From an optimization exercise on the open Yosys and OpenROAD flow, aimed at small area and a short achievable clock period; shortcuts taken in it are not production practice.
Function was not checked in any run shown here: the RTL went through the layout flow alone.
Power is estimated from default activity; no workload was simulated.

### run.sh
#!/bin/bash
# synth_recipe.tcl (not shown) runs the flow's synth.tcl, then flattens the netlist and writes it again
# the make line also repeats each setting of config.mk as NAME=value (left out here)
make -C /OpenROAD-flow-scripts/flow DESIGN_CONFIG=/design/flow/config.mk WORK_HOME=/design/flow/orfs CLKGATE_MAP_FILE= SYNTH_SCRIPT=/design/flow/synth_recipe.tcl finish
### config.mk
export PLATFORM = sky130hd
export DESIGN_NAME = SIMD
export DESIGN_NICKNAME = SIMD
export VERILOG_FILES = /design/flow/design.v
export SDC_FILE = /design/flow/constraint.sdc
export NUM_CORES = 4
export LEC_CHECK = 0
export CAP_MARGIN = 20
export CORE_MARGIN = 2
export CORE_UTILIZATION = 40
export SLEW_MARGIN = 20
### constraint.sdc
create_clock -name core_clock -period 10.0 [get_ports {clk}]
set_input_delay 2.0000 -clock core_clock [delete_from_list [all_inputs] [get_ports {clk}]]
set_output_delay 2.0000 -clock core_clock [all_outputs]
set_load 0.01 [all_outputs]
### design.v
module simd_addsub(
input  [15:0] a,
input  [15:0] b,
input  [1:0]  w,
input         sub,
output [15:0] s
);
wire [15:0] y = sub ? ~b : b;
wire p1 = (w != 2'd0);
wire p2 = (w == 2'd2);
wire [20:0] fx = {a[15:12], p1 | sub, a[11:8], p2 | sub, a[7:4], p1 | sub, a[3:0], sub};
wire [20:0] fy = {y[15:12], ~p1 & sub, y[11:8], ~p2 & sub, y[7:4], ~p1 & sub, y[3:0], sub};
wire [20:0] fs = fx + fy;
assign s = {fs[19:16], fs[14:11], fs[9:6], fs[4:1]};
endmodule
module simd_mul(
  input  [15:0] a,
  input  [15:0] b,
  input  [15:0] c,
  input         m4, m8, m16,
  output [31:0] p
);
  wire nm4 = ~m4, nm8 = ~m8, nm16 = ~m16;
  wire t0 = b[0] & nm4;
  wire t1 = b[0] & m16;
  wire t2 = b[1] & nm4;
  wire t3 = b[1] & m16;
  wire t4 = b[2] & nm4;
  wire t5 = b[2] & m16;
  wire t6 = b[3] & nm4;
  wire t7 = b[3] & m16;
  wire t8 = b[4] & nm4;
  wire t9 = b[4] & m16;
  wire t10 = b[5] & nm4;
  wire t11 = b[5] & m16;
  wire t12 = b[6] & nm4;
  wire t13 = b[6] & m16;
  wire t14 = b[7] & nm4;
  wire t15 = b[7] & m16;
  wire t16 = b[8] & nm4;
  wire t17 = b[8] & m16;
  wire t18 = b[9] & nm4;
  wire t19 = b[9] & m16;
  wire t20 = b[10] & nm4;
  wire t21 = b[10] & m16;
  wire t22 = b[11] & nm4;
  wire t23 = b[11] & m16;
  wire t24 = b[12] & nm4;
  wire t25 = b[12] & m16;
  wire t26 = b[13] & nm4;
  wire t27 = b[13] & m16;
  wire t28 = b[14] & nm4;
  wire t29 = b[14] & m16;
  wire t30 = b[15] & nm4;
  wire t31 = b[15] & m16;
  wire t32 = a[0] & b[0];
  wire t33 = a[0] & b[1];
  wire t34 = a[0] & b[2];
  wire t35 = (a[0] & b[3]) ^ m4;
  wire t36 = a[0] & t8;
  wire t37 = a[0] & t10;
  wire t38 = a[0] & t12;
  wire t39 = (a[0] & t14) ^ m8;
  wire t40 = a[0] & t17;
  wire t41 = a[0] & t19;
  wire t42 = a[0] & t21;
  wire t43 = a[0] & t23;
  wire t44 = a[0] & t25;
  wire t45 = a[0] & t27;
  wire t46 = a[0] & t29;
  wire t47 = (a[0] & t31) ^ m16;
  wire t48 = a[1] & b[0];
  wire t49 = a[1] & b[1];
  wire t50 = a[1] & b[2];
  wire t51 = (a[1] & b[3]) ^ m4;
  wire t52 = a[1] & t8;
  wire t53 = a[1] & t10;
  wire t54 = a[1] & t12;
  wire t55 = (a[1] & t14) ^ m8;
  wire t56 = a[1] & t17;
  wire t57 = a[1] & t19;
  wire t58 = a[1] & t21;
  wire t59 = a[1] & t23;
  wire t60 = a[1] & t25;
  wire t61 = a[1] & t27;
  wire t62 = a[1] & t29;
  wire t63 = (a[1] & t31) ^ m16;
  wire t64 = a[2] & b[0];
  wire t65 = a[2] & b[1];
  wire t66 = a[2] & b[2];
  wire t67 = (a[2] & b[3]) ^ m4;
  wire t68 = a[2] & t8;
  wire t69 = a[2] & t10;
  wire t70 = a[2] & t12;
  wire t71 = (a[2] & t14) ^ m8;
  wire t72 = a[2] & t17;
  wire t73 = a[2] & t19;
  wire t74 = a[2] & t21;
  wire t75 = a[2] & t23;
  wire t76 = a[2] & t25;
  wire t77 = a[2] & t27;
  wire t78 = a[2] & t29;
  wire t79 = (a[2] & t31) ^ m16;
  wire t80 = (a[3] & b[0]) ^ m4;
  wire t81 = (a[3] & b[1]) ^ m4;
  wire t82 = (a[3] & b[2]) ^ m4;
  wire t83 = a[3] & b[3];
  wire t84 = a[3] & t8;
  wire t85 = a[3] & t10;
  wire t86 = a[3] & t12;
  wire t87 = (a[3] & t14) ^ m8;
  wire t88 = a[3] & t17;
  wire t89 = a[3] & t19;
  wire t90 = a[3] & t21;
  wire t91 = a[3] & t23;
  wire t92 = a[3] & t25;
  wire t93 = a[3] & t27;
  wire t94 = a[3] & t29;
  wire t95 = (a[3] & t31) ^ m16;
  wire t96 = a[4] & t0;
  wire t97 = a[4] & t2;
  wire t98 = a[4] & t4;
  wire t99 = a[4] & t6;
  wire t100 = a[4] & b[4];
  wire t101 = a[4] & b[5];
  wire t102 = a[4] & b[6];
  wire t103 = (a[4] & b[7]) ^ nm16;
  wire t104 = a[4] & t17;
  wire t105 = a[4] & t19;
  wire t106 = a[4] & t21;
  wire t107 = a[4] & t23;
  wire t108 = a[4] & t25;
  wire t109 = a[4] & t27;
  wire t110 = a[4] & t29;
  wire t111 = (a[4] & t31) ^ m16;
  wire t112 = a[5] & t0;
  wire t113 = a[5] & t2;
  wire t114 = a[5] & t4;
  wire t115 = a[5] & t6;
  wire t116 = a[5] & b[4];
  wire t117 = a[5] & b[5];
  wire t118 = a[5] & b[6];
  wire t119 = (a[5] & b[7]) ^ nm16;
  wire t120 = a[5] & t17;
  wire t121 = a[5] & t19;
  wire t122 = a[5] & t21;
  wire t123 = a[5] & t23;
  wire t124 = a[5] & t25;
  wire t125 = a[5] & t27;
  wire t126 = a[5] & t29;
  wire t127 = (a[5] & t31) ^ m16;
  wire t128 = a[6] & t0;
  wire t129 = a[6] & t2;
  wire t130 = a[6] & t4;
  wire t131 = a[6] & t6;
  wire t132 = a[6] & b[4];
  wire t133 = a[6] & b[5];
  wire t134 = a[6] & b[6];
  wire t135 = (a[6] & b[7]) ^ nm16;
  wire t136 = a[6] & t17;
  wire t137 = a[6] & t19;
  wire t138 = a[6] & t21;
  wire t139 = a[6] & t23;
  wire t140 = a[6] & t25;
  wire t141 = a[6] & t27;
  wire t142 = a[6] & t29;
  wire t143 = (a[6] & t31) ^ m16;
  wire t144 = (a[7] & t0) ^ m8;
  wire t145 = (a[7] & t2) ^ m8;
  wire t146 = (a[7] & t4) ^ m8;
  wire t147 = (a[7] & t6) ^ m8;
  wire t148 = (a[7] & b[4]) ^ nm16;
  wire t149 = (a[7] & b[5]) ^ nm16;
  wire t150 = (a[7] & b[6]) ^ nm16;
  wire t151 = a[7] & b[7];
  wire t152 = a[7] & t17;
  wire t153 = a[7] & t19;
  wire t154 = a[7] & t21;
  wire t155 = a[7] & t23;
  wire t156 = a[7] & t25;
  wire t157 = a[7] & t27;
  wire t158 = a[7] & t29;
  wire t159 = (a[7] & t31) ^ m16;
  wire t160 = a[8] & t1;
  wire t161 = a[8] & t3;
  wire t162 = a[8] & t5;
  wire t163 = a[8] & t7;
  wire t164 = a[8] & t9;
  wire t165 = a[8] & t11;
  wire t166 = a[8] & t13;
  wire t167 = a[8] & t15;
  wire t168 = a[8] & b[8];
  wire t169 = a[8] & b[9];
  wire t170 = a[8] & b[10];
  wire t171 = (a[8] & b[11]) ^ m4;
  wire t172 = a[8] & t24;
  wire t173 = a[8] & t26;
  wire t174 = a[8] & t28;
  wire t175 = (a[8] & t30) ^ nm4;
  wire t176 = a[9] & t1;
  wire t177 = a[9] & t3;
  wire t178 = a[9] & t5;
  wire t179 = a[9] & t7;
  wire t180 = a[9] & t9;
  wire t181 = a[9] & t11;
  wire t182 = a[9] & t13;
  wire t183 = a[9] & t15;
  wire t184 = a[9] & b[8];
  wire t185 = a[9] & b[9];
  wire t186 = a[9] & b[10];
  wire t187 = (a[9] & b[11]) ^ m4;
  wire t188 = a[9] & t24;
  wire t189 = a[9] & t26;
  wire t190 = a[9] & t28;
  wire t191 = (a[9] & t30) ^ nm4;
  wire t192 = a[10] & t1;
  wire t193 = a[10] & t3;
  wire t194 = a[10] & t5;
  wire t195 = a[10] & t7;
  wire t196 = a[10] & t9;
  wire t197 = a[10] & t11;
  wire t198 = a[10] & t13;
  wire t199 = a[10] & t15;
  wire t200 = a[10] & b[8];
  wire t201 = a[10] & b[9];
  wire t202 = a[10] & b[10];
  wire t203 = (a[10] & b[11]) ^ m4;
  wire t204 = a[10] & t24;
  wire t205 = a[10] & t26;
  wire t206 = a[10] & t28;
  wire t207 = (a[10] & t30) ^ nm4;
  wire t208 = a[11] & t1;
  wire t209 = a[11] & t3;
  wire t210 = a[11] & t5;
  wire t211 = a[11] & t7;
  wire t212 = a[11] & t9;
  wire t213 = a[11] & t11;
  wire t214 = a[11] & t13;
  wire t215 = a[11] & t15;
  wire t216 = (a[11] & b[8]) ^ m4;
  wire t217 = (a[11] & b[9]) ^ m4;
  wire t218 = (a[11] & b[10]) ^ m4;
  wire t219 = a[11] & b[11];
  wire t220 = a[11] & t24;
  wire t221 = a[11] & t26;
  wire t222 = a[11] & t28;
  wire t223 = (a[11] & t30) ^ nm4;
  wire t224 = a[12] & t1;
  wire t225 = a[12] & t3;
  wire t226 = a[12] & t5;
  wire t227 = a[12] & t7;
  wire t228 = a[12] & t9;
  wire t229 = a[12] & t11;
  wire t230 = a[12] & t13;
  wire t231 = a[12] & t15;
  wire t232 = a[12] & t16;
  wire t233 = a[12] & t18;
  wire t234 = a[12] & t20;
  wire t235 = a[12] & t22;
  wire t236 = a[12] & b[12];
  wire t237 = a[12] & b[13];
  wire t238 = a[12] & b[14];
  wire t239 = ~(a[12] & b[15]);
  wire t240 = a[13] & t1;
  wire t241 = a[13] & t3;
  wire t242 = a[13] & t5;
  wire t243 = a[13] & t7;
  wire t244 = a[13] & t9;
  wire t245 = a[13] & t11;
  wire t246 = a[13] & t13;
  wire t247 = a[13] & t15;
  wire t248 = a[13] & t16;
  wire t249 = a[13] & t18;
  wire t250 = a[13] & t20;
  wire t251 = a[13] & t22;
  wire t252 = a[13] & b[12];
  wire t253 = a[13] & b[13];
  wire t254 = a[13] & b[14];
  wire t255 = ~(a[13] & b[15]);
  wire t256 = a[14] & t1;
  wire t257 = a[14] & t3;
  wire t258 = a[14] & t5;
  wire t259 = a[14] & t7;
  wire t260 = a[14] & t9;
  wire t261 = a[14] & t11;
  wire t262 = a[14] & t13;
  wire t263 = a[14] & t15;
  wire t264 = a[14] & t16;
  wire t265 = a[14] & t18;
  wire t266 = a[14] & t20;
  wire t267 = a[14] & t22;
  wire t268 = a[14] & b[12];
  wire t269 = a[14] & b[13];
  wire t270 = a[14] & b[14];
  wire t271 = ~(a[14] & b[15]);
  wire t272 = (a[15] & t1) ^ m16;
  wire t273 = (a[15] & t3) ^ m16;
  wire t274 = (a[15] & t5) ^ m16;
  wire t275 = (a[15] & t7) ^ m16;
  wire t276 = (a[15] & t9) ^ m16;
  wire t277 = (a[15] & t11) ^ m16;
  wire t278 = (a[15] & t13) ^ m16;
  wire t279 = (a[15] & t15) ^ m16;
  wire t280 = (a[15] & t16) ^ nm4;
  wire t281 = (a[15] & t18) ^ nm4;
  wire t282 = (a[15] & t20) ^ nm4;
  wire t283 = (a[15] & t22) ^ nm4;
  wire t284 = ~(a[15] & b[12]);
  wire t285 = ~(a[15] & b[13]);
  wire t286 = ~(a[15] & b[14]);
  wire t287 = a[15] & b[15];
  wire t288 = ^b[3:0];
  wire t289 = ^b[7:4];
  wire t290 = ^b[11:8];
  wire t291 = ^b[15:12];
  wire t292 = t288 ^ t289;
  wire t293 = t290 ^ t291;
  wire t294 = t292 ^ t293;
  wire t295 = (m4 & (c[0])) | (m8 & (c[0])) | (m16 & (c[0]));
  wire t296 = (m4 & (c[1])) | (m8 & (c[1])) | (m16 & (c[1]));
  wire t297 = (m4 & (c[2])) | (m8 & (c[2])) | (m16 & (c[2]));
  wire t298 = (m4 & (c[3])) | (m8 & (c[3])) | (m16 & (c[3]));
  wire t299 = (m4 & (~c[3])) | (m8 & (c[4])) | (m16 & (c[4]));
  wire t300 = (m8 & (c[5])) | (m16 & (c[5]));
  wire t301 = (m8 & (c[6])) | (m16 & (c[6]));
  wire t302 = (m4 & (~(a[3] & t288))) | (m8 & (c[7])) | (m16 & (c[7]));
  wire t303 = (m4 & (c[4])) | (m8 & (~c[7])) | (m16 & (c[8]));
  wire t304 = (m4 & (c[5])) | (m16 & (c[9]));
  wire t305 = (m4 & (c[6])) | (m16 & (c[10]));
  wire t306 = (m4 & (c[7])) | (m16 & (c[11]));
  wire t307 = (m4 & (~c[7])) | (m16 & (c[12]));
  wire t308 = (m16 & (c[13]));
  wire t309 = (m16 & (c[14]));
  wire t310 = (m4 & (~(a[7] & t289))) | (m8 & (~(a[7] & t292))) | (m16 & (c[15]));
  wire t311 = (m4 & (c[8])) | (m8 & (c[8])) | (m16 & (~c[15]));
  wire t312 = (m4 & (c[9])) | (m8 & (c[9]));
  wire t313 = (m4 & (c[10])) | (m8 & (c[10]));
  wire t314 = (m4 & (c[11])) | (m8 & (c[11]));
  wire t315 = (m4 & (~c[11])) | (m8 & (c[12]));
  wire t316 = (m8 & (c[13]));
  wire t317 = (m8 & (c[14]));
  wire t318 = (m4 & (~(a[11] & t290))) | (m8 & (c[15]));
  wire t319 = (m4 & (c[12])) | (m8 & (~c[15]));
  wire t320 = (m4 & (c[13]));
  wire t321 = (m4 & (c[14]));
  wire t322 = (m4 & (c[15]));
  wire t323 = (m4 & (~c[15]));
  wire t324 = (m4 & (~(a[15] & t291))) | (m8 & (~(a[15] & t293))) | (m16 & (~(a[15] & t294)));
  wire t325 = t33 ^ t48;
  wire t326 = t33 & t48;
  wire t327 = t34 ^ t49 ^ t64;
  wire t328 = (t34 & t49) | (t34 & t64) | (t49 & t64);
  wire t329 = t297 ^ t326;
  wire t330 = t297 & t326;
  wire t331 = t50 ^ t65 ^ t35;
  wire t332 = (t50 & t65) | (t50 & t35) | (t65 & t35);
  wire t333 = t80 ^ t298 ^ t328;
  wire t334 = (t80 & t298) | (t80 & t328) | (t298 & t328);
  wire t335 = t330 ^ t331;
  wire t336 = t330 & t331;
  wire t337 = t36 ^ t66 ^ t96;
  wire t338 = (t36 & t66) | (t36 & t96) | (t66 & t96);
  wire t339 = t51 ^ t81 ^ t299;
  wire t340 = (t51 & t81) | (t51 & t299) | (t81 & t299);
  wire t341 = t337 ^ t332 ^ t339;
  wire t342 = (t337 & t332) | (t337 & t339) | (t332 & t339);
  wire t343 = t334 ^ t336;
  wire t344 = t334 & t336;
  wire t345 = t37 ^ t52 ^ t97;
  wire t346 = (t37 & t52) | (t37 & t97) | (t52 & t97);
  wire t347 = t112 ^ t67 ^ t82;
  wire t348 = (t112 & t67) | (t112 & t82) | (t67 & t82);
  wire t349 = t300 ^ t338 ^ t345;
  wire t350 = (t300 & t338) | (t300 & t345) | (t338 & t345);
  wire t351 = t340 ^ t347 ^ t349;
  wire t352 = (t340 & t347) | (t340 & t349) | (t347 & t349);
  wire t353 = t342 ^ t344;
  wire t354 = t342 & t344;
  wire t355 = t38 ^ t53 ^ t68;
  wire t356 = (t38 & t53) | (t38 & t68) | (t53 & t68);
  wire t357 = t83 ^ t98 ^ t113;
  wire t358 = (t83 & t98) | (t83 & t113) | (t98 & t113);
  wire t359 = t128 ^ t301 ^ t346;
  wire t360 = (t128 & t301) | (t128 & t346) | (t301 & t346);
  wire t361 = t355 ^ t357 ^ t348;
  wire t362 = (t355 & t357) | (t355 & t348) | (t357 & t348);
  wire t363 = t350 ^ t359 ^ t361;
  wire t364 = (t350 & t359) | (t350 & t361) | (t359 & t361);
  wire t365 = t352 ^ t354;
  wire t366 = t352 & t354;
  wire t367 = t54 ^ t69 ^ t84;
  wire t368 = (t54 & t69) | (t54 & t84) | (t69 & t84);
  wire t369 = t368 & nm4;
  wire t370 = t99 ^ t114 ^ t129;
  wire t371 = (t99 & t114) | (t99 & t129) | (t114 & t129);
  wire t372 = t371 & nm4;
  wire t373 = t39 ^ t144 ^ t356;
  wire t374 = (t39 & t144) | (t39 & t356) | (t144 & t356);
  wire t375 = t374 & nm4;
  wire t376 = t358 ^ t367 ^ t370;
  wire t377 = (t358 & t367) | (t358 & t370) | (t367 & t370);
  wire t378 = t377 & nm4;
  wire t379 = t302 ^ t360 ^ t373;
  wire t380 = (t302 & t360) | (t302 & t373) | (t360 & t373);
  wire t381 = t380 & nm4;
  wire t382 = t376 ^ t362 ^ t379;
  wire t383 = (t376 & t362) | (t376 & t379) | (t362 & t379);
  wire t384 = t383 & nm4;
  wire t385 = t364 ^ t366;
  wire t386 = t364 & t366;
  wire t387 = t386 & nm4;
  wire t388 = t40 ^ t70 ^ t85;
  wire t389 = (t40 & t70) | (t40 & t85) | (t70 & t85);
  wire t390 = t100 ^ t115 ^ t130;
  wire t391 = (t100 & t115) | (t100 & t130) | (t115 & t130);
  wire t392 = t160 ^ t55 ^ t145;
  wire t393 = (t160 & t55) | (t160 & t145) | (t55 & t145);
  wire t394 = t303 ^ t388 ^ t390;
  wire t395 = (t303 & t388) | (t303 & t390) | (t388 & t390);
  wire t396 = t369 ^ t372 ^ t392;
  wire t397 = (t369 & t372) | (t369 & t392) | (t372 & t392);
  wire t398 = t394 ^ t375 ^ t378;
  wire t399 = (t394 & t375) | (t394 & t378) | (t375 & t378);
  wire t400 = t396 ^ t381 ^ t398;
  wire t401 = (t396 & t381) | (t396 & t398) | (t381 & t398);
  wire t402 = t384 ^ t387;
  wire t403 = t384 & t387;
  wire t404 = t41 ^ t56 ^ t86;
  wire t405 = (t41 & t56) | (t41 & t86) | (t56 & t86);
  wire t406 = t101 ^ t116 ^ t131;
  wire t407 = (t101 & t116) | (t101 & t131) | (t116 & t131);
  wire t408 = t161 ^ t176 ^ t71;
  wire t409 = (t161 & t176) | (t161 & t71) | (t176 & t71);
  wire t410 = t146 ^ t304 ^ t389;
  wire t411 = (t146 & t304) | (t146 & t389) | (t304 & t389);
  wire t412 = t391 ^ t404 ^ t406;
  wire t413 = (t391 & t404) | (t391 & t406) | (t404 & t406);
  wire t414 = t393 ^ t408 ^ t395;
  wire t415 = (t393 & t408) | (t393 & t395) | (t408 & t395);
  wire t416 = t410 ^ t412 ^ t397;
  wire t417 = (t410 & t412) | (t410 & t397) | (t412 & t397);
  wire t418 = t414 ^ t399 ^ t416;
  wire t419 = (t414 & t399) | (t414 & t416) | (t399 & t416);
  wire t420 = t401 ^ t418;
  wire t421 = t401 & t418;
  wire t422 = t42 ^ t57 ^ t72;
  wire t423 = (t42 & t57) | (t42 & t72) | (t57 & t72);
  wire t424 = t102 ^ t117 ^ t132;
  wire t425 = (t102 & t117) | (t102 & t132) | (t117 & t132);
  wire t426 = t162 ^ t177 ^ t192;
  wire t427 = (t162 & t177) | (t162 & t192) | (t177 & t192);
  wire t428 = t87 ^ t147 ^ t305;
  wire t429 = (t87 & t147) | (t87 & t305) | (t147 & t305);
  wire t430 = t405 ^ t407 ^ t422;
  wire t431 = (t405 & t407) | (t405 & t422) | (t407 & t422);
  wire t432 = t424 ^ t426 ^ t409;
  wire t433 = (t424 & t426) | (t424 & t409) | (t426 & t409);
  wire t434 = t428 ^ t411 ^ t413;
  wire t435 = (t428 & t411) | (t428 & t413) | (t411 & t413);
  wire t436 = t430 ^ t432 ^ t415;
  wire t437 = (t430 & t432) | (t430 & t415) | (t432 & t415);
  wire t438 = t434 ^ t417 ^ t436;
  wire t439 = (t434 & t417) | (t434 & t436) | (t417 & t436);
  wire t440 = t419 ^ t421;
  wire t441 = t419 & t421;
  wire t442 = t43 ^ t58 ^ t73;
  wire t443 = (t43 & t58) | (t43 & t73) | (t58 & t73);
  wire t444 = t88 ^ t118 ^ t133;
  wire t445 = (t88 & t118) | (t88 & t133) | (t118 & t133);
  wire t446 = t163 ^ t178 ^ t193;
  wire t447 = (t163 & t178) | (t163 & t193) | (t178 & t193);
  wire t448 = t208 ^ t103 ^ t148;
  wire t449 = (t208 & t103) | (t208 & t148) | (t103 & t148);
  wire t450 = t306 ^ t423 ^ t425;
  wire t451 = (t306 & t423) | (t306 & t425) | (t423 & t425);
  wire t452 = t427 ^ t442 ^ t444;
  wire t453 = (t427 & t442) | (t427 & t444) | (t442 & t444);
  wire t454 = t446 ^ t429 ^ t448;
  wire t455 = (t446 & t429) | (t446 & t448) | (t429 & t448);
  wire t456 = t431 ^ t450 ^ t452;
  wire t457 = (t431 & t450) | (t431 & t452) | (t450 & t452);
  wire t458 = t433 ^ t454 ^ t435;
  wire t459 = (t433 & t454) | (t433 & t435) | (t454 & t435);
  wire t460 = t456 ^ t437 ^ t458;
  wire t461 = (t456 & t437) | (t456 & t458) | (t437 & t458);
  wire t462 = t439 ^ t460;
  wire t463 = t439 & t460;
  wire t464 = t44 ^ t59 ^ t74;
  wire t465 = (t44 & t59) | (t44 & t74) | (t59 & t74);
  wire t466 = t89 ^ t104 ^ t134;
  wire t467 = (t89 & t104) | (t89 & t134) | (t104 & t134);
  wire t468 = t164 ^ t179 ^ t194;
  wire t469 = (t164 & t179) | (t164 & t194) | (t179 & t194);
  wire t470 = t209 ^ t224 ^ t119;
  wire t471 = (t209 & t224) | (t209 & t119) | (t224 & t119);
  wire t472 = t149 ^ t307 ^ t443;
  wire t473 = (t149 & t307) | (t149 & t443) | (t307 & t443);
  wire t474 = t445 ^ t447 ^ t464;
  wire t475 = (t445 & t447) | (t445 & t464) | (t447 & t464);
  wire t476 = t466 ^ t468 ^ t449;
  wire t477 = (t466 & t468) | (t466 & t449) | (t468 & t449);
  wire t478 = t470 ^ t451 ^ t453;
  wire t479 = (t470 & t451) | (t470 & t453) | (t451 & t453);
  wire t480 = t472 ^ t474 ^ t455;
  wire t481 = (t472 & t474) | (t472 & t455) | (t474 & t455);
  wire t482 = t476 ^ t457 ^ t478;
  wire t483 = (t476 & t457) | (t476 & t478) | (t457 & t478);
  wire t484 = t480 ^ t459 ^ t482;
  wire t485 = (t480 & t459) | (t480 & t482) | (t459 & t482);
  wire t486 = t461 ^ t484;
  wire t487 = t461 & t484;
  wire t488 = t45 ^ t60 ^ t75;
  wire t489 = (t45 & t60) | (t45 & t75) | (t60 & t75);
  wire t490 = t90 ^ t105 ^ t120;
  wire t491 = (t90 & t105) | (t90 & t120) | (t105 & t120);
  wire t492 = t165 ^ t180 ^ t195;
  wire t493 = (t165 & t180) | (t165 & t195) | (t180 & t195);
  wire t494 = t210 ^ t225 ^ t240;
  wire t495 = (t210 & t225) | (t210 & t240) | (t225 & t240);
  wire t496 = t135 ^ t150 ^ t308;
  wire t497 = (t135 & t150) | (t135 & t308) | (t150 & t308);
  wire t498 = t465 ^ t467 ^ t469;
  wire t499 = (t465 & t467) | (t465 & t469) | (t467 & t469);
  wire t500 = t488 ^ t490 ^ t492;
  wire t501 = (t488 & t490) | (t488 & t492) | (t490 & t492);
  wire t502 = t494 ^ t471 ^ t496;
  wire t503 = (t494 & t471) | (t494 & t496) | (t471 & t496);
  wire t504 = t473 ^ t475 ^ t498;
  wire t505 = (t473 & t475) | (t473 & t498) | (t475 & t498);
  wire t506 = t500 ^ t477 ^ t502;
  wire t507 = (t500 & t477) | (t500 & t502) | (t477 & t502);
  wire t508 = t479 ^ t504 ^ t481;
  wire t509 = (t479 & t504) | (t479 & t481) | (t504 & t481);
  wire t510 = t506 ^ t483 ^ t508;
  wire t511 = (t506 & t483) | (t506 & t508) | (t483 & t508);
  wire t512 = t485 ^ t487;
  wire t513 = t485 & t487;
  wire t514 = t46 ^ t61 ^ t76;
  wire t515 = (t46 & t61) | (t46 & t76) | (t61 & t76);
  wire t516 = t91 ^ t106 ^ t121;
  wire t517 = (t91 & t106) | (t91 & t121) | (t106 & t121);
  wire t518 = t136 ^ t151 ^ t166;
  wire t519 = (t136 & t151) | (t136 & t166) | (t151 & t166);
  wire t520 = t181 ^ t196 ^ t211;
  wire t521 = (t181 & t196) | (t181 & t211) | (t196 & t211);
  wire t522 = t226 ^ t241 ^ t256;
  wire t523 = (t226 & t241) | (t226 & t256) | (t241 & t256);
  wire t524 = t309 ^ t489 ^ t491;
  wire t525 = (t309 & t489) | (t309 & t491) | (t489 & t491);
  wire t526 = t493 ^ t495 ^ t514;
  wire t527 = (t493 & t495) | (t493 & t514) | (t495 & t514);
  wire t528 = t516 ^ t518 ^ t520;
  wire t529 = (t516 & t518) | (t516 & t520) | (t518 & t520);
  wire t530 = t522 ^ t497 ^ t499;
  wire t531 = (t522 & t497) | (t522 & t499) | (t497 & t499);
  wire t532 = t501 ^ t524 ^ t526;
  wire t533 = (t501 & t524) | (t501 & t526) | (t524 & t526);
  wire t534 = t528 ^ t503 ^ t505;
  wire t535 = (t528 & t503) | (t528 & t505) | (t503 & t505);
  wire t536 = t530 ^ t532 ^ t507;
  wire t537 = (t530 & t532) | (t530 & t507) | (t532 & t507);
  wire t538 = t534 ^ t509 ^ t536;
  wire t539 = (t534 & t509) | (t534 & t536) | (t509 & t536);
  wire t540 = t511 ^ t538;
  wire t541 = t511 & t538;
  wire t542 = t62 ^ t77 ^ t92;
  wire t543 = (t62 & t77) | (t62 & t92) | (t77 & t92);
  wire t544 = t543 & m16;
  wire t545 = t107 ^ t122 ^ t137;
  wire t546 = (t107 & t122) | (t107 & t137) | (t122 & t137);
  wire t547 = t546 & m16;
  wire t548 = t152 ^ t167 ^ t182;
  wire t549 = (t152 & t167) | (t152 & t182) | (t167 & t182);
  wire t550 = t549 & m16;
  wire t551 = t197 ^ t212 ^ t227;
  wire t552 = (t197 & t212) | (t197 & t227) | (t212 & t227);
  wire t553 = t552 & m16;
  wire t554 = t242 ^ t257 ^ t47;
  wire t555 = (t242 & t257) | (t242 & t47) | (t257 & t47);
  wire t556 = t555 & m16;
  wire t557 = t272 ^ t515 ^ t517;
  wire t558 = (t272 & t515) | (t272 & t517) | (t515 & t517);
  wire t559 = t558 & m16;
  wire t560 = t519 ^ t521 ^ t523;
  wire t561 = (t519 & t521) | (t519 & t523) | (t521 & t523);
  wire t562 = t561 & m16;
  wire t563 = t542 ^ t545 ^ t548;
  wire t564 = (t542 & t545) | (t542 & t548) | (t545 & t548);
  wire t565 = t564 & m16;
  wire t566 = t551 ^ t554 ^ t310;
  wire t567 = (t551 & t554) | (t551 & t310) | (t554 & t310);
  wire t568 = t567 & m16;
  wire t569 = t525 ^ t527 ^ t529;
  wire t570 = (t525 & t527) | (t525 & t529) | (t527 & t529);
  wire t571 = t570 & m16;
  wire t572 = t557 ^ t560 ^ t563;
  wire t573 = (t557 & t560) | (t557 & t563) | (t560 & t563);
  wire t574 = t573 & m16;
  wire t575 = t531 ^ t533 ^ t566;
  wire t576 = (t531 & t533) | (t531 & t566) | (t533 & t566);
  wire t577 = t576 & m16;
  wire t578 = t569 ^ t572 ^ t535;
  wire t579 = (t569 & t572) | (t569 & t535) | (t572 & t535);
  wire t580 = t579 & m16;
  wire t581 = t575 ^ t537 ^ t578;
  wire t582 = (t575 & t537) | (t575 & t578) | (t537 & t578);
  wire t583 = t582 & m16;
  wire t584 = t539 ^ t541;
  wire t585 = t539 & t541;
  wire t586 = t585 & m16;
  wire t587 = t78 ^ t93 ^ t108;
  wire t588 = (t78 & t93) | (t78 & t108) | (t93 & t108);
  wire t589 = t123 ^ t138 ^ t153;
  wire t590 = (t123 & t138) | (t123 & t153) | (t138 & t153);
  wire t591 = t168 ^ t183 ^ t198;
  wire t592 = (t168 & t183) | (t168 & t198) | (t183 & t198);
  wire t593 = t213 ^ t228 ^ t243;
  wire t594 = (t213 & t228) | (t213 & t243) | (t228 & t243);
  wire t595 = t258 ^ t63 ^ t273;
  wire t596 = (t258 & t63) | (t258 & t273) | (t63 & t273);
  wire t597 = t311 ^ t587 ^ t589;
  wire t598 = (t311 & t587) | (t311 & t589) | (t587 & t589);
  wire t599 = t591 ^ t593 ^ t544;
  wire t600 = (t591 & t593) | (t591 & t544) | (t593 & t544);
  wire t601 = t547 ^ t550 ^ t553;
  wire t602 = (t547 & t550) | (t547 & t553) | (t550 & t553);
  wire t603 = t595 ^ t556 ^ t597;
  wire t604 = (t595 & t556) | (t595 & t597) | (t556 & t597);
  wire t605 = t559 ^ t562 ^ t565;
  wire t606 = (t559 & t562) | (t559 & t565) | (t562 & t565);
  wire t607 = t599 ^ t601 ^ t603;
  wire t608 = (t599 & t601) | (t599 & t603) | (t601 & t603);
  wire t609 = t568 ^ t571 ^ t574;
  wire t610 = (t568 & t571) | (t568 & t574) | (t571 & t574);
  wire t611 = t605 ^ t607 ^ t577;
  wire t612 = (t605 & t607) | (t605 & t577) | (t607 & t577);
  wire t613 = t609 ^ t580 ^ t611;
  wire t614 = (t609 & t580) | (t609 & t611) | (t580 & t611);
  wire t615 = t583 ^ t613;
  wire t616 = t583 & t613;
  wire t617 = t94 ^ t109 ^ t124;
  wire t618 = (t94 & t109) | (t94 & t124) | (t109 & t124);
  wire t619 = t139 ^ t154 ^ t169;
  wire t620 = (t139 & t154) | (t139 & t169) | (t154 & t169);
  wire t621 = t184 ^ t199 ^ t214;
  wire t622 = (t184 & t199) | (t184 & t214) | (t199 & t214);
  wire t623 = t229 ^ t244 ^ t259;
  wire t624 = (t229 & t244) | (t229 & t259) | (t244 & t259);
  wire t625 = t79 ^ t274 ^ t312;
  wire t626 = (t79 & t274) | (t79 & t312) | (t274 & t312);
  wire t627 = t588 ^ t590 ^ t592;
  wire t628 = (t588 & t590) | (t588 & t592) | (t590 & t592);
  wire t629 = t594 ^ t617 ^ t619;
  wire t630 = (t594 & t617) | (t594 & t619) | (t617 & t619);
  wire t631 = t621 ^ t623 ^ t596;
  wire t632 = (t621 & t623) | (t621 & t596) | (t623 & t596);
  wire t633 = t625 ^ t598 ^ t627;
  wire t634 = (t625 & t598) | (t625 & t627) | (t598 & t627);
  wire t635 = t629 ^ t600 ^ t602;
  wire t636 = (t629 & t600) | (t629 & t602) | (t600 & t602);
  wire t637 = t631 ^ t604 ^ t633;
  wire t638 = (t631 & t604) | (t631 & t633) | (t604 & t633);
  wire t639 = t606 ^ t635 ^ t608;
  wire t640 = (t606 & t635) | (t606 & t608) | (t635 & t608);
  wire t641 = t637 ^ t610 ^ t639;
  wire t642 = (t637 & t610) | (t637 & t639) | (t610 & t639);
  wire t643 = t612 ^ t641 ^ t614;
  wire t644 = (t612 & t641) | (t612 & t614) | (t641 & t614);
  wire t645 = t110 ^ t125 ^ t140;
  wire t646 = (t110 & t125) | (t110 & t140) | (t125 & t140);
  wire t647 = t155 ^ t170 ^ t185;
  wire t648 = (t155 & t170) | (t155 & t185) | (t170 & t185);
  wire t649 = t200 ^ t215 ^ t230;
  wire t650 = (t200 & t215) | (t200 & t230) | (t215 & t230);
  wire t651 = t245 ^ t260 ^ t95;
  wire t652 = (t245 & t260) | (t245 & t95) | (t260 & t95);
  wire t653 = t275 ^ t313 ^ t618;
  wire t654 = (t275 & t313) | (t275 & t618) | (t313 & t618);
  wire t655 = t620 ^ t622 ^ t624;
  wire t656 = (t620 & t622) | (t620 & t624) | (t622 & t624);
  wire t657 = t645 ^ t647 ^ t649;
  wire t658 = (t645 & t647) | (t645 & t649) | (t647 & t649);
  wire t659 = t626 ^ t651 ^ t628;
  wire t660 = (t626 & t651) | (t626 & t628) | (t651 & t628);
  wire t661 = t630 ^ t653 ^ t655;
  wire t662 = (t630 & t653) | (t630 & t655) | (t653 & t655);
  wire t663 = t657 ^ t632 ^ t634;
  wire t664 = (t657 & t632) | (t657 & t634) | (t632 & t634);
  wire t665 = t659 ^ t661 ^ t636;
  wire t666 = (t659 & t661) | (t659 & t636) | (t661 & t636);
  wire t667 = t638 ^ t663 ^ t665;
  wire t668 = (t638 & t663) | (t638 & t665) | (t663 & t665);
  wire t669 = t640 ^ t667 ^ t642;
  wire t670 = (t640 & t667) | (t640 & t642) | (t667 & t642);
  wire t671 = t126 ^ t141 ^ t156;
  wire t672 = (t126 & t141) | (t126 & t156) | (t141 & t156);
  wire t673 = t186 ^ t201 ^ t231;
  wire t674 = (t186 & t201) | (t186 & t231) | (t201 & t231);
  wire t675 = t246 ^ t261 ^ t111;
  wire t676 = (t246 & t261) | (t246 & t111) | (t261 & t111);
  wire t677 = t171 ^ t216 ^ t276;
  wire t678 = (t171 & t216) | (t171 & t276) | (t216 & t276);
  wire t679 = t314 ^ t646 ^ t648;
  wire t680 = (t314 & t646) | (t314 & t648) | (t646 & t648);
  wire t681 = t650 ^ t671 ^ t673;
  wire t682 = (t650 & t671) | (t650 & t673) | (t671 & t673);
  wire t683 = t652 ^ t675 ^ t677;
  wire t684 = (t652 & t675) | (t652 & t677) | (t675 & t677);
  wire t685 = t654 ^ t656 ^ t658;
  wire t686 = (t654 & t656) | (t654 & t658) | (t656 & t658);
  wire t687 = t679 ^ t681 ^ t683;
  wire t688 = (t679 & t681) | (t679 & t683) | (t681 & t683);
  wire t689 = t660 ^ t662 ^ t685;
  wire t690 = (t660 & t662) | (t660 & t685) | (t662 & t685);
  wire t691 = t687 ^ t664 ^ t689;
  wire t692 = (t687 & t664) | (t687 & t689) | (t664 & t689);
  wire t693 = t666 ^ t691 ^ t668;
  wire t694 = (t666 & t691) | (t666 & t668) | (t691 & t668);
  wire t695 = t142 ^ t157 ^ t172;
  wire t696 = (t142 & t157) | (t142 & t172) | (t157 & t172);
  wire t697 = t202 ^ t232 ^ t247;
  wire t698 = (t202 & t232) | (t202 & t247) | (t232 & t247);
  wire t699 = t262 ^ t127 ^ t187;
  wire t700 = (t262 & t127) | (t262 & t187) | (t127 & t187);
  wire t701 = t217 ^ t277 ^ t315;
  wire t702 = (t217 & t277) | (t217 & t315) | (t277 & t315);
  wire t703 = t672 ^ t674 ^ t695;
  wire t704 = (t672 & t674) | (t672 & t695) | (t674 & t695);
  wire t705 = t697 ^ t676 ^ t678;
  wire t706 = (t697 & t676) | (t697 & t678) | (t676 & t678);
  wire t707 = t699 ^ t701 ^ t680;
  wire t708 = (t699 & t701) | (t699 & t680) | (t701 & t680);
  wire t709 = t682 ^ t703 ^ t684;
  wire t710 = (t682 & t703) | (t682 & t684) | (t703 & t684);
  wire t711 = t705 ^ t686 ^ t707;
  wire t712 = (t705 & t686) | (t705 & t707) | (t686 & t707);
  wire t713 = t688 ^ t709 ^ t690;
  wire t714 = (t688 & t709) | (t688 & t690) | (t709 & t690);
  wire t715 = t711 ^ t692 ^ t713;
  wire t716 = (t711 & t692) | (t711 & t713) | (t692 & t713);
  wire t717 = t158 ^ t173 ^ t188;
  wire t718 = (t158 & t173) | (t158 & t188) | (t173 & t188);
  wire t719 = t233 ^ t248 ^ t263;
  wire t720 = (t233 & t248) | (t233 & t263) | (t248 & t263);
  wire t721 = t143 ^ t203 ^ t218;
  wire t722 = (t143 & t203) | (t143 & t218) | (t203 & t218);
  wire t723 = t278 ^ t316 ^ t696;
  wire t724 = (t278 & t316) | (t278 & t696) | (t316 & t696);
  wire t725 = t698 ^ t717 ^ t719;
  wire t726 = (t698 & t717) | (t698 & t719) | (t717 & t719);
  wire t727 = t700 ^ t702 ^ t721;
  wire t728 = (t700 & t702) | (t700 & t721) | (t702 & t721);
  wire t729 = t704 ^ t723 ^ t725;
  wire t730 = (t704 & t723) | (t704 & t725) | (t723 & t725);
  wire t731 = t706 ^ t727 ^ t708;
  wire t732 = (t706 & t727) | (t706 & t708) | (t727 & t708);
  wire t733 = t729 ^ t710 ^ t712;
  wire t734 = (t729 & t710) | (t729 & t712) | (t710 & t712);
  wire t735 = t731 ^ t714 ^ t733;
  wire t736 = (t731 & t714) | (t731 & t733) | (t714 & t733);
  wire t737 = t174 ^ t189 ^ t204;
  wire t738 = (t174 & t189) | (t174 & t204) | (t189 & t204);
  wire t739 = t219 ^ t234 ^ t249;
  wire t740 = (t219 & t234) | (t219 & t249) | (t234 & t249);
  wire t741 = t264 ^ t159 ^ t279;
  wire t742 = (t264 & t159) | (t264 & t279) | (t159 & t279);
  wire t743 = t317 ^ t718 ^ t720;
  wire t744 = (t317 & t718) | (t317 & t720) | (t718 & t720);
  wire t745 = t737 ^ t739 ^ t722;
  wire t746 = (t737 & t739) | (t737 & t722) | (t739 & t722);
  wire t747 = t741 ^ t724 ^ t726;
  wire t748 = (t741 & t724) | (t741 & t726) | (t724 & t726);
  wire t749 = t743 ^ t728 ^ t745;
  wire t750 = (t743 & t728) | (t743 & t745) | (t728 & t745);
  wire t751 = t730 ^ t747 ^ t749;
  wire t752 = (t730 & t747) | (t730 & t749) | (t747 & t749);
  wire t753 = t732 ^ t751 ^ t734;
  wire t754 = (t732 & t751) | (t732 & t734) | (t751 & t734);
  wire t755 = t190 ^ t205 ^ t220;
  wire t756 = (t190 & t205) | (t190 & t220) | (t205 & t220);
  wire t757 = t756 & nm4;
  wire t758 = t235 ^ t250 ^ t265;
  wire t759 = (t235 & t250) | (t235 & t265) | (t250 & t265);
  wire t760 = t759 & nm4;
  wire t761 = t175 ^ t280 ^ t738;
  wire t762 = (t175 & t280) | (t175 & t738) | (t280 & t738);
  wire t763 = t762 & nm4;
  wire t764 = t740 ^ t755 ^ t758;
  wire t765 = (t740 & t755) | (t740 & t758) | (t755 & t758);
  wire t766 = t765 & nm4;
  wire t767 = t742 ^ t318 ^ t744;
  wire t768 = (t742 & t318) | (t742 & t744) | (t318 & t744);
  wire t769 = t768 & nm4;
  wire t770 = t761 ^ t764 ^ t746;
  wire t771 = (t761 & t764) | (t761 & t746) | (t764 & t746);
  wire t772 = t771 & nm4;
  wire t773 = t748 ^ t767 ^ t750;
  wire t774 = (t748 & t767) | (t748 & t750) | (t767 & t750);
  wire t775 = t774 & nm4;
  wire t776 = t770 ^ t752 ^ t773;
  wire t777 = (t770 & t752) | (t770 & t773) | (t752 & t773);
  wire t778 = t777 & nm4;
  wire t779 = t206 ^ t221 ^ t236;
  wire t780 = (t206 & t221) | (t206 & t236) | (t221 & t236);
  wire t781 = t251 ^ t266 ^ t191;
  wire t782 = (t251 & t266) | (t251 & t191) | (t266 & t191);
  wire t783 = t281 ^ t319 ^ t779;
  wire t784 = (t281 & t319) | (t281 & t779) | (t319 & t779);
  wire t785 = t757 ^ t760 ^ t781;
  wire t786 = (t757 & t760) | (t757 & t781) | (t760 & t781);
  wire t787 = t783 ^ t763 ^ t766;
  wire t788 = (t783 & t763) | (t783 & t766) | (t763 & t766);
  wire t789 = t785 ^ t769 ^ t787;
  wire t790 = (t785 & t769) | (t785 & t787) | (t769 & t787);
  wire t791 = t772 ^ t789 ^ t775;
  wire t792 = (t772 & t789) | (t772 & t775) | (t789 & t775);
  wire t793 = t222 ^ t237 ^ t252;
  wire t794 = (t222 & t237) | (t222 & t252) | (t237 & t252);
  wire t795 = t267 ^ t207 ^ t282;
  wire t796 = (t267 & t207) | (t267 & t282) | (t207 & t282);
  wire t797 = t320 ^ t780 ^ t793;
  wire t798 = (t320 & t780) | (t320 & t793) | (t780 & t793);
  wire t799 = t782 ^ t795 ^ t784;
  wire t800 = (t782 & t795) | (t782 & t784) | (t795 & t784);
  wire t801 = t797 ^ t786 ^ t799;
  wire t802 = (t797 & t786) | (t797 & t799) | (t786 & t799);
  wire t803 = t788 ^ t801 ^ t790;
  wire t804 = (t788 & t801) | (t788 & t790) | (t801 & t790);
  wire t805 = t238 ^ t253 ^ t268;
  wire t806 = (t238 & t253) | (t238 & t268) | (t253 & t268);
  wire t807 = t223 ^ t283 ^ t321;
  wire t808 = (t223 & t283) | (t223 & t321) | (t283 & t321);
  wire t809 = t794 ^ t805 ^ t796;
  wire t810 = (t794 & t805) | (t794 & t796) | (t805 & t796);
  wire t811 = t807 ^ t798 ^ t809;
  wire t812 = (t807 & t798) | (t807 & t809) | (t798 & t809);
  wire t813 = t800 ^ t811 ^ t802;
  wire t814 = (t800 & t811) | (t800 & t802) | (t811 & t802);
  wire t815 = t239 ^ t254 ^ t269;
  wire t816 = (t239 & t254) | (t239 & t269) | (t254 & t269);
  wire t817 = t284 ^ t322 ^ t806;
  wire t818 = (t284 & t322) | (t284 & t806) | (t322 & t806);
  wire t819 = t815 ^ t808 ^ t817;
  wire t820 = (t815 & t808) | (t815 & t817) | (t808 & t817);
  wire t821 = t810 ^ t819 ^ t812;
  wire t822 = (t810 & t819) | (t810 & t812) | (t819 & t812);
  wire t823 = t255 ^ t270 ^ t285;
  wire t824 = (t255 & t270) | (t255 & t285) | (t270 & t285);
  wire t825 = t323 ^ t816 ^ t823;
  wire t826 = (t323 & t816) | (t323 & t823) | (t816 & t823);
  wire t827 = t818 ^ t825 ^ t820;
  wire t828 = (t818 & t825) | (t818 & t820) | (t825 & t820);
  wire t829 = t271 ^ t286 ^ t824;
  wire t830 = (t271 & t286) | (t271 & t824) | (t286 & t824);
  wire t831 = t826 ^ t829;
  wire t832 = t826 & t829;
  wire t833 = t287 ^ t830;
  wire t834 = t287 & t830;
  wire [34:0] fx = {t324, t832, t828, t822, t814, t804, t792, t778, nm4, t754, t736, t716, t694, t670, t644, t616, t586, m16, t581, t513, t510, t463, t441, t438, t403, t400, nm4, t382, t363, t351, t341, t333, t327, t296, t32};
  wire [34:0] fy = {t834, t833, t831, t827, t821, t813, t803, t791, 1'b0, t776, t753, t735, t715, t693, t669, t643, t615, 1'b0, t584, t540, t512, t486, t462, t440, t420, t402, 1'b0, t385, t365, t353, t343, t335, t329, t325, t295};
  wire [34:0] fs = fx + fy;
  assign p = {fs[34:27], fs[25:18], fs[16:9], fs[7:0]};
endmodule
module simd_shift(
input  [15:0] d,
input  [1:0]  w,
input         right,
input         arith,
output [15:0] q
);
wire s4 = (w == 2'd0);
wire s16 = (w == 2'd2);
wire [15:0] tops = {1'b1, 3'b0, s4, 3'b0, ~s16, 3'b0, s4, 3'b0};
wire [15:0] bots = {3'b0, s4, 3'b0, ~s16, 3'b0, s4, 3'b0, 1'b1};
wire [15:0] rsh = ({1'b0, d[15:1]} & ~tops) | (d & tops & {16{arith}});
wire [15:0] lsh = {d[14:0], 1'b0} & ~bots;
assign q = right ? rsh : lsh;
endmodule
module SIMD(
input [11:0] instruction,
input clk,
input rst,
output [31:0] outputvalue
);
reg  [11:0] cmd;             
reg  [255:0] rf;             
reg  [15:0] ra, rb, rc;      
reg  e_as, e_sub, e_mul, e_mac, e_sh, e_arith, e_and, e_or, e_xor, e_not;
reg  [1:0] e_w;
reg  e_m4, e_m8, e_m16, e_right;
reg  [3:0] e_dst;
reg  [15:0] res_l, res_h, out_l, out_h;
wire [3:0] op = cmd[11:8];
wire [1:0] w  = cmd[7:6];
wire [1:0] fc = cmd[5:4];
wire [1:0] fb = cmd[3:2];
wire [1:0] fa = cmd[1:0];
wire is_logic = (op[3:2] == 2'b10);
wire [3:0] addr_a = is_logic ? {fb, fa} : {w, fa};
wire [15:0] bank0 = rf[16*{w,2'd0} +: 16];
wire [15:0] bank1 = rf[16*{w,2'd1} +: 16];
wire [15:0] bank2 = rf[16*{w,2'd2} +: 16];
wire [15:0] bank3 = rf[16*{w,2'd3} +: 16];
wire [15:0] rd_a = rf[16*addr_a +: 16];
wire [15:0] rd_b = fb[1] ? (fb[0] ? bank3 : bank2) : (fb[0] ? bank1 : bank0);
wire [15:0] rd_c = fc[1] ? (fc[0] ? bank3 : bank2) : (fc[0] ? bank1 : bank0);
always @(posedge clk) begin
  ra <= rd_a;
  rb <= rd_b;
  rc <= rd_c;
  e_w <= w;
  e_m4 <= (w == 2'd0);
  e_m8 <= (w == 2'd1);
  e_m16 <= w[1];
  e_right <= fb[0];
  if (rst) begin
    cmd <= 12'd0;
    {e_as, e_sub, e_mul, e_mac, e_sh, e_arith, e_and, e_or, e_xor, e_not} <= 10'd0;
    e_dst <= 4'd0;
  end else begin
    cmd <= instruction;
    e_as    <= (op[3:1] == 3'd0);
    e_sub   <= (op == 4'd1);
    e_mul   <= (op[3:1] == 3'd1);
    e_mac   <= (op == 4'd3);
    e_sh    <= (op == 4'd4) | (op == 4'd6);
    e_arith <= (op == 4'd6);
    e_and   <= (op == 4'd8);
    e_or    <= (op == 4'd9);
    e_xor   <= (op == 4'd10);
    e_not   <= (op == 4'd11);
    e_dst   <= {w, fc};
  end
end
wire [31:0] prod;
simd_mul mu(.a(ra), .b(rb), .c(e_mac ? rc : 16'd0), .m4(e_m4), .m8(e_m8), .m16(e_m16), .p(prod));
wire [15:0] as_out;
simd_addsub as(.a(ra), .b(rb), .w(e_w), .sub(e_sub), .s(as_out));
wire [15:0] sh_out;
simd_shift sh(.d(ra), .w(e_w), .right(e_right), .arith(e_arith), .q(sh_out));
wire [15:0] res = ({16{e_mul}} & prod[15:0])
                | ({16{e_as}}  & as_out)
                | ({16{e_sh}}  & sh_out)
                | ({16{e_and}} & (ra & rc))
                | ({16{e_or}}  & (ra | rc))
                | ({16{e_xor}} & (ra ^ rc))
                | ({16{e_not}} & ~ra);
wire [15:0] wd0 = res & ~{16{rst}};
wire [15:0] wd1 = res | {16{rst}};
integer i;
always @(posedge clk) begin
  res_l <= res;
  res_h <= {16{e_mul}} & prod[31:16];
  out_l <= res_l;
  out_h <= res_h;
  for (i = 0; i < 16; i = i + 1)
    if (rst | (e_dst == i))
      rf[16*i +: 16] <= (wd1 & rf_init(i)) | (wd0 & ~rf_init(i));
end
function [15:0] rf_init(input integer r);
  case (r)
    1:  rf_init = 16'b0001_1000_1000_0100;
    2:  rf_init = 16'b1110_0110_0110_1100;
    4:  rf_init = 16'b0010_0111_0100_1100;
    5:  rf_init = 16'b1101_1000_1000_0101;
    8:  rf_init = 16'b0001_0110_0100_1010;
    9:  rf_init = 16'b1111_1010_1010_0100;
    13: rf_init = 16'b0001_1000_1000_0100;
    default: rf_init = 16'b0;
  endcase
endfunction
assign outputvalue = {out_h, out_l};
endmodule
==> results of run 1 <==
## through the flow
stage | util | std cells | worst slack [ns] | area [um2] | hold WS (ns)
floorplan | - | 2311 | 3.15 | 27700 | 0.310
global placement | 0.425 | 3182 | 2.71 | 29100 | 0.312
detailed placement | 0.425 | 3182 | 2.63 | 29100 | 0.313
CTS | 0.444 | 3259 | 2.57 | 30400 | 0.323
global route | 0.444 | 3259 | 2.00 | 30400 | 0.322
finish | 0.444 | 3260 | 2.42 | 30400 | 0.321
## placed cells by master (no fill, tap or decap), types with 7 or more instances in the layout
cell,instances
sky130_fd_sc_hd__nor2b_1,43
sky130_fd_sc_hd__a31oi_1,26
sky130_fd_sc_hd__a21o_1,37
sky130_fd_sc_hd__fa_1,223
sky130_fd_sc_hd__a211oi_1,24
sky130_fd_sc_hd__clkbuf_16,42
sky130_fd_sc_hd__nand3_1,59
sky130_fd_sc_hd__clkdlybuf4s50_1,44
sky130_fd_sc_hd__and3_1,82
sky130_fd_sc_hd__mux2i_1,10
sky130_fd_sc_hd__buf_4,55
sky130_fd_sc_hd__a221o_1,7
sky130_fd_sc_hd__o2111ai_1,7
sky130_fd_sc_hd__ha_1,96
sky130_fd_sc_hd__a22oi_1,7
sky130_fd_sc_hd__nand2b_1,23
sky130_fd_sc_hd__a21oi_1,44
sky130_fd_sc_hd__nor2_1,77
sky130_fd_sc_hd__mux4_2,160
sky130_fd_sc_hd__nor3_1,10
sky130_fd_sc_hd__a31o_2,8
sky130_fd_sc_hd__edfxtp_1,256
sky130_fd_sc_hd__o21ai_0,30
sky130_fd_sc_hd__xor2_1,41
sky130_fd_sc_hd__dfxtp_1,137
sky130_fd_sc_hd__nand2_1,187
sky130_fd_sc_hd__xnor2_1,45
sky130_fd_sc_hd__clkinv_2,7
sky130_fd_sc_hd__o211ai_1,12
sky130_fd_sc_hd__inv_1,252
sky130_fd_sc_hd__a21boi_0,9
sky130_fd_sc_hd__and2_1,98
## how the worst max path moves through the flow
stage | depth (start not counted) | slack, ns | start | endpoint
floorplan | 23 | 3.15 | e_w[1]$_DFF_P_ | res_h[12]$_DFF_P_
global placement | 19 | 2.71 | e_w[1]$_DFF_P_ | rf[190]$_DFFE_PP_
detailed placement | 19 | 2.63 | e_w[1]$_DFF_P_ | rf[206]$_DFFE_PP_
CTS | 19 | 2.57 | e_w[1]$_DFF_P_ | rf[206]$_DFFE_PP_
global route | 19 | 2.00 | e_w[1]$_DFF_P_ | rf[254]$_DFFE_PP_
finish | 19 | 2.42 | e_w[1]$_DFF_P_ | rf[14]$_DFFE_PP_
## state kept, by name, summed over array words and instances, names as in the netlist, 12 cells and up
| signal | cells |
|---|---|
| res_l | 16 |
| rf | 256 |
| out_l | 16 |
| rc | 16 |
| out_h | 16 |
| rb | 16 |
| res_h | 16 |
| cmd | 12 |
| ra | 16 |
## per-layer routing
metal,GRT usage,up-vias,wire (um)
met2,0.380,848,38300
met4,0.0920,0,3360
met3,0.0379,211,6060
met1,0.282,9525,30400
li1,-,8119,-
met5,0,-,0
## Yosys cell counts, drive strengths merged, types with 37 or more instances
library cell  instances  area, um2
edfxtp              256       7690
inv                 253        950
fa                  223       4460
nand2               188        708
mux4                160       3600
dfxtp               143       2860
clkbuf              113        424
and2                100        626
ha                   96       1200
and3                 82        513
nor2                 78        295
nand3                59        295
a21oi                48        255
buf                  47        228
xnor2                45        394
nor2b                43        269
xor2                 41        359
a21o                 37        278
## power by group
group	switching [W]	total, W	internal (W)
Sequential	0.000208	0.00238	0.00217
Combinational	0.00328	0.00539	0.00210
Clock	0.000635	0.00147	0.000833
Total	0.00412	0.00924	0.00511
## area by class of cell
cell class	count	area [um2]	share of cell area
Inverter	253	950	0.0312
Clock buffer	52	1130	0.0371
Sequential cell	399	10600	0.347
Clock inverter	25	180	0.00592
Timing Repair Buffer	100	858	0.0282
Multi-Input combinational cell	1499	15600	0.512
Tap cell	931	1160	0.0383
Antenna cell	1	2.50	0.0000822
## cell families (layout without fill, tap and decap cells)
group / after synthesis / after routing / synth area share
buffers and inverters: 413 / 430 / 0.0578
DFF: 399 / 399 / 0.381
muxes: 176 / 176 / 0.136
and+or+nand+nor: 623 / 623 / 0.115
xor gates and xnor gates: 86 / 86 / 0.0272
AOI/OAI and AO/OA: 295 / 295 / 0.0786
other: 0 / 1 / 0
adders and majority gates: 319 / 319 / 0.204
==> reports/metrics.cfg, run 1 <==
[outcome]
status = finished clean

[critical_path]
endpoint_kind = flip-flop
cp_top_family = adder cells
r2r_slack_ns = 2.42
worst_ep_arrival_time_ns = 7.82
startpoint_type = flip-flop
critical-path-max-stage-delay_ns = 0.91
path_buf_inv = 4
reg2reg_to = rf[14]$_DFFE_PP_
path_max_fanout = 89
data_required_critical_path_ns = 10.25
critical_path.slowest_cell = sky130_fd_sc_hd__dfxtp_4
number_of_cells_on_the_worst_reg_to_reg_path = 19
critical_path.most_common_cell = sky130_fd_sc_hd__fa_1
r2r-start = e_w[1]$_DFF_P_
critical_path_class = reg -> reg
timing.critical_path.cells = buf_4, nand3_1, fa_1, inv_1, fa_1, inv_1, fa_1, fa_1, inv_1, ha_1, ha_1, ha_1, a21oi_1, nand2_1, a2111oi_4, o311ai_0, o41ai_1, a211oi_1, nor2_1

[cts]
cts_tree = yes
clkSinkCount = 399
cts.repair_timing.setup_buffer_count = 0
cts_inserted_buffers = 42
cts_resized = 0
hold_buffers = 0
clkSlewWorstSetupHoldPaths_ns = 0.06
worstSkewPairLatency_ns = 0.57
htreeDepth = 2
max-clock-path-buffers = 3
cts-root-buf = sky130_fd_sc_hd__clkbuf_16

[job]
cap_viol_max_count = 0

[min_path]
min_from = res_h[11]$_DFF_P_
hold_end = out_h[11]$_DFF_P_
hold_class = reg -> reg
hold_path_cell_cnt = 0

[synth]
synth-seq-cells = 399
synth_seq_area_share = 0.381
mappedNetlistNets = 2644
syn_area_um2 = 27700
synth_warn = 1
syn_inst = 2311
synth_enable_flop_cells = 256
synthesis.area_per_instance_um2 = 12.0
synth_cell_types = 81
synth_async_sr_flop_share = 0
postSynth.topFlopCell = sky130_fd_sc_hd__edfxtp_1

[die]
design.die.area_um2 = 71400
num_rows = 96
starting_density = 0.404
chipHeight_um = 267
ios = 46
dieWidth_um = 267
floorplan.core_area_um2 = 68600

[timing]
finClkSkew_ns = 0.0265
report.final.setup_viol = 0
grt_setup_unrepaired = false
worst-slew-pin-transition_ns = 1.17
final-max-slew-violation-count = 0
sum_of_negative_setup_slack_ns = 0
post-route-period-util = 0.758
post-route-min-period_ns = 7.58
timing.fmax_mhz = 132
slew_headroom = 0.217
timing.final.hold_violations = 0

[place]
place_congestion = 0.928
place.detailed.hpwl_mm = 52.9
place.port_buffers = 45

[routing]
route.vias.total = 18700
drt_wl_total_mm = 78.1
routed_via_density = 5.74
drcViolationCount = 0
route.detailed.wl_per_inst_um = 24.0
drtAntennaViolNets = 0
dr.pass1.iters = 5
drt-initial-drc-count = 1692

[power]
total_leakage_power_nw = 12.3
power-per-cell-area_nw_per_um2 = 303
irDropWorstVdd_v = 0.000234
totalPowerFinal_w = 0.00924

[final_layout]
fill_cells = 6208
syn_to_final_growth_pct = 9.82
final_net_count = 2628
post_route_cells_drive_above_1_share = 0.140

[grt]
grt_start_max_net_pins = 90
global_route.overflow_total = 0
grt_antenna_before_repair = 1
grt_first_pass_wirelength_mm = 119
vias_in_the_first_global_route = 19800
track_usage = 0.223

==> run 2, diff against run 1 <==
--- a/config.mk
+++ b/config.mk
@@ -6,4 +6,5 @@
 export NUM_CORES = 4
 export LEC_CHECK = 0
+export ABC_CLOCK_PERIOD_IN_PS = 5000
 export CAP_MARGIN = 20
 export CORE_MARGIN = 2
==> reports/metrics.cfg, run 2 <==
[outcome]
status = finished clean  ; unchanged

[synth]
synth.cells.most_frequent = sky130_fd_sc_hd__edfxtp_1, sky130_fd_sc_hd__inv_1, sky130_fd_sc_hd__fa_1  ; unchanged
cell_type_contributing_the_most_total_cell_area_after_synthesis = sky130_fd_sc_hd__edfxtp_1  ; unchanged
post_synth_main_area_contributors = sky130_fd_sc_hd__edfxtp_1, sky130_fd_sc_hd__fa_1, sky130_fd_sc_hd__mux4_2  ; unchanged
synth_cell_types = 81  ; unchanged
yosys.area.top_type_share = 0.277  ; unchanged
syn_area_um2 = 27700  ; unchanged
mappedNetlistNets = 2644  ; unchanged
synth-seq-cells = 399  ; unchanged
syn_inst = 2311  ; unchanged
synth_async_sr_flop_share = 0  ; unchanged
postSynth.topFlopCell = sky130_fd_sc_hd__edfxtp_1  ; unchanged
synthesis.area_per_instance_um2 = 12.0  ; unchanged
synth_warn = 1  ; unchanged
synth_seq_area_share = 0.381  ; unchanged
yosysMostFrequentCell = sky130_fd_sc_hd__edfxtp_1  ; unchanged
synth_enable_flop_cells = 256  ; unchanged

[final_layout]
finalNonFillerCells = 3260  ; unchanged
fill_cells = 6208  ; unchanged
final_net_count = 2628  ; unchanged
syn_to_final_growth_pct = 9.82  ; unchanged
largest-register = rf  ; unchanged
post_route_cells_drive_above_1_share = 0.140  ; unchanged
layout.cells.most_common = sky130_fd_sc_hd__edfxtp_1  ; unchanged
largest_register_ff_count = 256  ; unchanged
mostFrequentLayoutCells = sky130_fd_sc_hd__edfxtp_1, sky130_fd_sc_hd__inv_1, sky130_fd_sc_hd__fa_1  ; unchanged

[cts]
cts_resized = 0  ; unchanged
cts.repair_timing.setup_buffer_count = 0  ; unchanged
hold_buffers = 0  ; unchanged
cts_tree = yes  ; unchanged
max-clock-path-buffers = 3  ; unchanged
cts_inserted_buffers = 42  ; unchanged
worstSkewPairLatency_ns = 0.57  ; about the same
clkSinkCount = 399  ; unchanged
htreeDepth = 2  ; unchanged
clkSlewWorstSetupHoldPaths_ns = 0.06  ; about the same
cts-root-buf = sky130_fd_sc_hd__clkbuf_16  ; unchanged

[grt]
track_usage = 0.223  ; unchanged
grt_antenna_before_repair = 1  ; unchanged
vias_in_the_first_global_route = 19800  ; unchanged
grt_first_pass_wirelength_mm = 119  ; unchanged
global_route.overflow_total = 0  ; unchanged
grt_start_max_net_pins = 90  ; unchanged

[timing]
finClkSkew_ns = 0.0265  ; unchanged
post-route-period-util = 0.758  ; unchanged
worst-slew-pin-transition_ns = 1.17  ; unchanged
report.final.setup_viol = 0  ; unchanged
final-max-slew-violation-count = 0  ; unchanged
timing.fmax_mhz = 132  ; unchanged
sum_of_negative_setup_slack_ns = 0  ; unchanged
final.setup.worst_slack_ns = 2.42  ; unchanged
post-route-min-period_ns = 7.58  ; unchanged
whs_ns = 0.321  ; unchanged
grt_setup_unrepaired = false  ; unchanged
timing.final.hold_violations = 0  ; unchanged
slew_headroom = 0.217  ; unchanged

[critical_path]
worst_ep_arrival_time_ns = 7.82  ; about the same
data_required_critical_path_ns = 10.25  ; about the same
timing.critical_path.cells = buf_4, nand3_1, fa_1, inv_1, fa_1, inv_1, fa_1, fa_1, inv_1, ha_1, ha_1, ha_1, a21oi_1, nand2_1, a2111oi_4, o311ai_0, o41ai_1, a211oi_1, nor2_1  ; unchanged
critical_path.slowest_cell = sky130_fd_sc_hd__dfxtp_4  ; unchanged
path_buf_inv = 4  ; unchanged
cp_top_family = adder cells  ; unchanged
critical-path-max-stage-delay_ns = 0.91  ; about the same
endpoint_kind = flip-flop  ; unchanged
path_max_fanout = 89  ; unchanged
critical_path_class = reg -> reg  ; unchanged
critical_path.most_common_cell = sky130_fd_sc_hd__fa_1  ; unchanged
startpoint_type = flip-flop  ; unchanged

[min_path]
hold_class = reg -> reg  ; unchanged

[routing]
drcViolationCount = 0  ; unchanged
route.detailed.wl_per_inst_um = 24.0  ; unchanged
route.vias.total = 18700  ; unchanged
drt_wl_total_mm = 78.1  ; unchanged
dr.pass1.iters = 5  ; unchanged
drtAntennaViolNets = 0  ; unchanged
routed_via_density = 5.74  ; unchanged
drt-initial-drc-count = 1692  ; unchanged

[die]
design.die.area_um2 = 71400  ; unchanged
ios = 46  ; unchanged
floorplan.core_area_um2 = 68600  ; unchanged
dieWidth_um = 267  ; unchanged
chipHeight_um = 267  ; unchanged
num_rows = 96  ; unchanged
starting_density = 0.404  ; unchanged

[power]
total_leakage_power_nw = 12.3  ; unchanged
irDropWorstVdd_v = 0.000234  ; unchanged
power-per-cell-area_nw_per_um2 = 303  ; unchanged

[place]
detailedPlace.worstSlack_ns = 2.63  ; unchanged
place.detailed.hpwl_mm = 52.9  ; unchanged
place_congestion = 0.928  ; unchanged
place.port_buffers = 45  ; unchanged
post-place-cells = 3182  ; unchanged

[job]
cap_viol_max_count = 0  ; unchanged

## run 2: cell counts in the layout (fill, tap and decap cells not counted)
No cell type changed its count.
## run 2: cell families after synthesis
kind of cell / synth area share
fa+ha+maj: 0.204
flops: 0.381
mux: 0.136
buf+inv: 0.0578
xor+xnor: 0.0272
compound gates: 0.0786
simple gates: 0.115
## run 2: path summary, 6_finish.rpt
check	from	endpoint	slack [ns]	cells past startpoint
setup reg to reg	e_w[1]$_DFF_P_	rf[14]$_DFFE_PP_	2.42	19
hold / removal	res_h[11]$_DFF_P_	out_h[11]$_DFF_P_	0.32	0
hold reg to reg	res_h[11]$_DFF_P_	out_h[11]$_DFF_P_	0.32	0
setup / recovery	e_w[1]$_DFF_P_	rf[14]$_DFFE_PP_	2.42	19
## run 2: layout make-up
class,count,area (um2),share of cell area
Inverter,253,950,0.0312
Sequential cell,399,10600,0.347
Antenna cell,1,2.50,0.0000822
Clock buffer,52,1130,0.0371
Timing Repair Buffer,100,858,0.0282
Tap cell,931,1160,0.0383
Clock inverter,25,180,0.00592
Multi-Input combinational cell,1499,15600,0.512
## run 2: through the flow
| stage | cell area, um2 | util | total power, W |
|---|---|---|---|
| after floorplan | 27700 | - | 0.00614 |
| after global placement | 29100 | 0.425 | 0.00764 |
| after detailed placement | 29100 | 0.425 | 0.00771 |
| after CTS | 30400 | 0.444 | 0.00922 |
| after global routing | 30400 | 0.444 | 0.00996 |
| final | 30400 | 0.444 | 0.00924 |
## run 2: power by group
part,internal (W),leakage (nW),switching (W),total (W)
clock network,0.000833,0.637,0.000635,0.00147
logic,0.00210,7.88,0.00328,0.00539
registers,0.00217,3.81,0.000208,0.00238
## run 2: routing by layer
| layer | wire (um) | GRT usage | vias up |
|---|---|---|---|
| met3 | 6060 | 0.0379 | 211 |
| met2 | 38300 | 0.380 | 848 |
| li1 | - | - | 8119 |
| met4 | 3360 | 0.0920 | 0 |
| met1 | 30400 | 0.282 | 9525 |
| met5 | 0 | 0 | - |

==> separate check: timing with driven ports <==
The flow's constraints put no driver on any port. The routed layouts listed below were extracted and timed again, unchanged, in two steps. Step 1 (the two cells are an assumption about what drives the block):
set clk [get_ports {clk}]
set_driving_cell -lib_cell sky130_fd_sc_hd__clkbuf_16 $clk
set_driving_cell -lib_cell sky130_fd_sc_hd__buf_2 [delete_from_list [all_inputs] $clk]
Step 2 moves the port delays by t, midway between the first and last clock arrival at a register: inputs arrive t later, outputs are due t later. That takes back most of the time a late clock gives input paths. Three values: ideal, step 1, step 2; two values: the first two.
| run | t, ns | setup WS [ns] | clock arrival spread, ns |
|---|---|---|---|
| run 1 | 0.615 | 2.422 / 2.422 / 2.422 | 0.028 / 0.029 |
| run 2 | 0.615 | 2.422 / 2.422 / 2.422 | 0.028 / 0.029 |
After both steps setup and hold are still met in every run listed.
